From an optimization exercise on the open Yosys and OpenROAD flow, aimed at small area, a short achievable clock period and few clock cycles per item; shortcuts taken in it are not production practice.
RTL that was checked went through simulation tests only; none was proved equivalent to the original.
The flow treats the clock pin as an ideal source, which a real chip does not have.
Power figures rest on the tool's default switching activity, not on a simulated workload.

== old ==
// mkMACBuff
module mkMACBuff (
    input  CLK,
    input  RST_N,
    input  EN_mac,
    output RDY_mac,
    input  [15:0] mac_vectA_0,
    input  [15:0] mac_vectB_0,
    input  [15:0] mac_vectA_1,
    input  [15:0] mac_vectB_1,
    input  [15:0] mac_vectA_2,
    input  [15:0] mac_vectB_2,
    input  [15:0] mac_vectA_3,
    input  [15:0] mac_vectB_3,
    output EN_writeMem,
    output [5:0] writeMem_addr,
    output [33:0] writeMem_val,
    input  EN_blockRead,
    output RDY_blockRead,
    output EN_readMem,
    output [5:0] readMem_addr,
    input  [33:0] readMem_val,
    output VALID_memVal,
    output [33:0] memVal_data
);
    logic [15:0] a0, b0, a1, b1, a2, b2, a3, b3;
    assign a0 = mac_vectA_0;
    assign b0 = mac_vectB_0;
    assign a1 = mac_vectA_1;
    assign b1 = mac_vectB_1;
    assign a2 = mac_vectA_2;
    assign b2 = mac_vectB_2;
    assign a3 = mac_vectA_3;
    assign b3 = mac_vectB_3;
logic [33:0] res;
reg [15:0] a0_r, b0_r, a1_r, b1_r, a2_r, b2_r, a3_r, b3_r;
always_ff @(posedge CLK) begin
    a0_r <= a0; b0_r <= b0;
    a1_r <= a1; b1_r <= b1;
    a2_r <= a2; b2_r <= b2;
    a3_r <= a3; b3_r <= b3;
end
wire pp0_0_0 = ~(a0_r[0] & b0_r[0]);
wire pp0_0_1 = ~(a0_r[0] & b0_r[1]);
wire pp0_0_2 = ~(a0_r[0] & b0_r[2]);
wire pp0_0_3 = ~(a0_r[0] & b0_r[3]);
wire pp0_0_4 = ~(a0_r[0] & b0_r[4]);
wire pp0_0_5 = ~(a0_r[0] & b0_r[5]);
wire pp0_0_6 = ~(a0_r[0] & b0_r[6]);
wire pp0_0_7 = ~(a0_r[0] & b0_r[7]);
wire pp0_0_8 = ~(a0_r[0] & b0_r[8]);
wire pp0_0_9 = ~(a0_r[0] & b0_r[9]);
wire pp0_0_10 = ~(a0_r[0] & b0_r[10]);
wire pp0_0_11 = ~(a0_r[0] & b0_r[11]);
wire pp0_0_12 = ~(a0_r[0] & b0_r[12]);
wire pp0_0_13 = ~(a0_r[0] & b0_r[13]);
wire pp0_0_14 = ~(a0_r[0] & b0_r[14]);
wire pp0_0_15 = ~(a0_r[0] & b0_r[15]);
wire pp0_1_0 = ~(a0_r[1] & b0_r[0]);
wire pp0_1_1 = ~(a0_r[1] & b0_r[1]);
wire pp0_1_2 = ~(a0_r[1] & b0_r[2]);
wire pp0_1_3 = ~(a0_r[1] & b0_r[3]);
wire pp0_1_4 = ~(a0_r[1] & b0_r[4]);
wire pp0_1_5 = ~(a0_r[1] & b0_r[5]);
wire pp0_1_6 = ~(a0_r[1] & b0_r[6]);
wire pp0_1_7 = ~(a0_r[1] & b0_r[7]);
wire pp0_1_8 = ~(a0_r[1] & b0_r[8]);
wire pp0_1_9 = ~(a0_r[1] & b0_r[9]);
wire pp0_1_10 = ~(a0_r[1] & b0_r[10]);
  ...
export LEC_CHECK = 0
export CAP_MARGIN = 20
export CORE_MARGIN = 2
export CORE_UTILIZATION = 40
export CTS_CLUSTER_DIAMETER = 100
export CTS_CLUSTER_SIZE = 20
export SETUP_SLACK_MARGIN = 2.0
export SLEW_MARGIN = 20
export SYNTH_HIERARCHICAL = 1
export SYNTH_MINIMUM_KEEP_SIZE = 0
create_clock -name core_clock -period 4.5 [get_ports {CLK}]
standard.sh (not shown) runs the stock make flow with config.mk's settings and CLKGATE_MAP_FILE= SYNTH_SCRIPT=/design/flow/synth_recipe.tcl, a recipe that flattens the netlist after the stock synthesis.
==> flow/flow/run.sh <==
#!/bin/bash
# The standard layout (the standard.sh, standard synthesis unchanged), with
# two changes:
#  - the port buffers that global placement inserts on every input and output
#    are buf_2 cells instead of the default choice;
#  - before clock tree synthesis, flow/t1_clock.tcl puts the first tree
#    register bank (t1_*) behind one extra clock buffer: useful skew between
#    register banks inside the datapath (no port-facing register is moved).
# Each ORFS step writes its full log under orfs/logs/; make's own output goes
# to standard.log.
bash standard.sh BUFFER_PORTS_ARGS="-buffer_cell sky130_fd_sc_hd__buf_2" \
  PRE_CTS_TCL="$PWD/flow/t1_clock.tcl" finish > standard.log 2>&1
==> flow/flow/t1_clock.tcl <==
# Hook run before clock tree synthesis: the first tree register bank (t1_*)
# gets its clock through one extra clock buffer, so its clock arrives a
# little later than the other registers' (useful skew between the input
# registers, whose paths to t1 are the longest register-to-register paths,
# and the t2 registers). Only paths between registers are affected: t1
# registers neither take inputs from ports nor drive outputs.
set block [ord::get_db_block]
set clk_net [$block findNet CLK]
set master [[ord::get_db] findMaster sky130_fd_sc_hd__clkbuf_16]
set buf [odb::dbInst_create $block $master skew_t1_clkbuf]
set net [odb::dbNet_create $block skew_t1_clk]
$net setSigType CLOCK
[$buf findITerm A] connect $clk_net
[$buf findITerm X] connect $net
set n 0
set sx 0
set sy 0
foreach inst [$block getInsts] {
  if {[string match "t1_*" [$inst getName]] && [string match "sky130_fd_sc_hd__df*" [[$inst getMaster] getName]]} {
    set it [$inst findITerm CLK]
    $it disconnect
    $it connect $net
    set loc [$inst getLocation]
    incr sx [lindex $loc 0]
    incr sy [lindex $loc 1]
    incr n
  }
}
$buf setLocation [expr {$sx / $n}] [expr {$sy / $n}]
$buf setPlacementStatus PLACED
puts "t1_clock.tcl: moved $n t1 registers to clock net skew_t1_clk"
Testbench counts of old, summed over its fixed seeds: cycles 14,464, items 12,288.
Setup changes, old to new
# old
export LEC_CHECK = 0
export CAP_MARGIN = 20
export CORE_MARGIN = 2
export CORE_UTILIZATION = 40
export CTS_CLUSTER_DIAMETER = 100
export CTS_CLUSTER_SIZE = 20
export SETUP_SLACK_MARGIN = 2.0
export SLEW_MARGIN = 20
export SYNTH_HIERARCHICAL = 1
export SYNTH_MINIMUM_KEEP_SIZE = 0
create_clock -name core_clock -period 4.5 [get_ports {CLK}]
# new
export LEC_CHECK = 0
export CAP_MARGIN = 20
export CORE_MARGIN = 2
export CORE_UTILIZATION = 40
export SETUP_SLACK_MARGIN = 2.25
export SLEW_MARGIN = 20
export SYNTH_HIERARCHICAL = 1
export SYNTH_MINIMUM_KEEP_SIZE = 0
create_clock -name core_clock -period 4.5 [get_ports {CLK}]
==> flow/run.sh (new file) <==
#!/bin/bash
# synth_recipe.tcl (not shown) runs the flow's synth.tcl, then flattens the netlist and writes it again
# the make line also repeats each setting of config.mk as NAME=value (left out here)
make -C /OpenROAD-flow-scripts/flow DESIGN_CONFIG=/design/flow/config.mk WORK_HOME=/design/flow/orfs CLKGATE_MAP_FILE= SYNTH_SCRIPT=/design/flow/synth_recipe.tcl finish
removed: flow/flow/run.sh
removed: flow/flow/t1_clock.tcl
removed: flow/standard.sh
new vs. old: sequential cell area share went down by 6.0 points. For final design area excluding fillers, dividing the value from old by the value from new gives 0.80. Compare new and old | data required time at the worst endpoint higher: old. Comparing new and old, arrival time at the worst endpoint is lower on new. Diff new and old: met2 layer usage reported by global route higher in new.

---

Another version of the RTL of mkMACBuff (not shown whole).
For scale: about 690 flip-flops, ~250 I/O pins, ~41,000 um2 of cells after synthesis.
Design mkMACBuff, start of the top module:
module mkMACBuff (
    input  CLK,
    input  RST_N,
    input  EN_mac,
    output RDY_mac,
    input  [15:0] mac_vectA_0,
    input  [15:0] mac_vectB_0,
    input  [15:0] mac_vectA_1,
    input  [15:0] mac_vectB_1,
    input  [15:0] mac_vectA_2,
    input  [15:0] mac_vectB_2,
    input  [15:0] mac_vectA_3,
    input  [15:0] mac_vectB_3,
    output EN_writeMem,
    output [5:0] writeMem_addr,
    output [33:0] writeMem_val,
    input  EN_blockRead,
    output RDY_blockRead,
    output EN_readMem,
    output [5:0] readMem_addr,
    input  [33:0] readMem_val,
    output VALID_memVal,
    output [33:0] memVal_data
);
    logic [15:0] a0, b0, a1, b1, a2, b2, a3, b3;
    assign a0 = mac_vectA_0;
    assign b0 = mac_vectB_0;
    assign a1 = mac_vectA_1;
    assign b1 = mac_vectB_1;
    assign a2 = mac_vectA_2;
    assign b2 = mac_vectB_2;
    assign a3 = mac_vectA_3;
    assign b3 = mac_vectB_3;
logic [33:0] res;
reg [15:0] a0_r, b0_r, a1_r, b1_r, a2_r, b2_r, a3_r, b3_r;
always_ff @(posedge CLK) begin
    a0_r <= a0; b0_r <= b0;
    a1_r <= a1; b1_r <= b1;
  ...
clock: 4.5 ns
lec_check: 0
cap_margin: 20
core_margin: 2
core_utilization: 40
cts_cluster_diameter: 100
cts_cluster_size: 20
setup_slack_margin: 2.0
slew_margin: 20
synth_hierarchical: 1
synth_minimum_keep_size: 0
run.sh (not shown) runs the stock make flow with config.mk's settings and CLKGATE_MAP_FILE= SYNTH_SCRIPT=/design/flow/synth_recipe.tcl, a recipe that flattens the netlist after the stock synthesis.
Stock flow here: none of the scripts above is used.
The first run passed the timing, DRC and antenna checks.
Change:
==> flow/flow/run.sh (new file) <==
#!/bin/bash
# The standard layout (the standard.sh, standard synthesis unchanged), with
# one change: the port buffers that global placement inserts on every input
# and output are buf_2 cells instead of the default choice.
# Each ORFS step writes its full log under orfs/logs/; make's own output goes
# to standard.log.
bash standard.sh BUFFER_PORTS_ARGS="-buffer_cell sky130_fd_sc_hd__buf_2" finish > standard.log 2>&1
==> flow/standard.sh (new file) <==
#!/bin/bash
# synth_recipe.tcl (not shown) runs the flow's synth.tcl, then flattens the netlist and writes it again
# the make line also repeats each setting of config.mk as NAME=value (left out here)
make -C /OpenROAD-flow-scripts/flow DESIGN_CONFIG=/design/flow/config.mk WORK_HOME=/design/flow/orfs CLKGATE_MAP_FILE= SYNTH_SCRIPT=/design/flow/synth_recipe.tcl "${@:-finish}"
--- a/flow/config.mk
+++ b/flow/config.mk
@@ -11,4 +11,5 @@
 export CTS_CLUSTER_DIAMETER = 100
 export CTS_CLUSTER_SIZE = 20
+export PLACE_DENSITY = 0.75
 export SETUP_SLACK_MARGIN = 2.0
 export SLEW_MARGIN = 20
removed: flow/run.sh
What happened:
- synthesized area is unchanged
- clock power is lower by about 3%
- routed wire length is lower by 0.90%
Function was not checked in any run of this note: the RTL went through the layout flow alone.

==> separate check: timing with driven ports <==
The results above use ideal ports. As a check the final layouts listed here were re-extracted and re-timed, cells and wires unchanged. Step 1: set_driving_cell puts a clkbuf_16 on CLK and a buf_2 on each other input, an assumption about the parent block. Step 2 times the ports against the registers' clock, not the clock port: input delays grow and output delays shrink by t, the midpoint of the rising clock arrivals with the driver on. Slacks: ideal / step 1 / step 2; pairs: ideal / step 1.
run	t, ns	slack for setup (ns)	worst setup path at the end	worst data-port slew with drivers (ns)
old	0.905	2.018 / 2.018 / 2.018	register to register	0.07
new	0.723	2.069 / 2.069 / 2.069	register to register	0.08
the first run of note 2	0.702	2.005 / 2.005 / 2.005	register to register	0.07
the second run of note 2	0.700	1.965 / 1.965 / 1.965	register to register	0.08
After both steps every run listed still meets setup and hold.
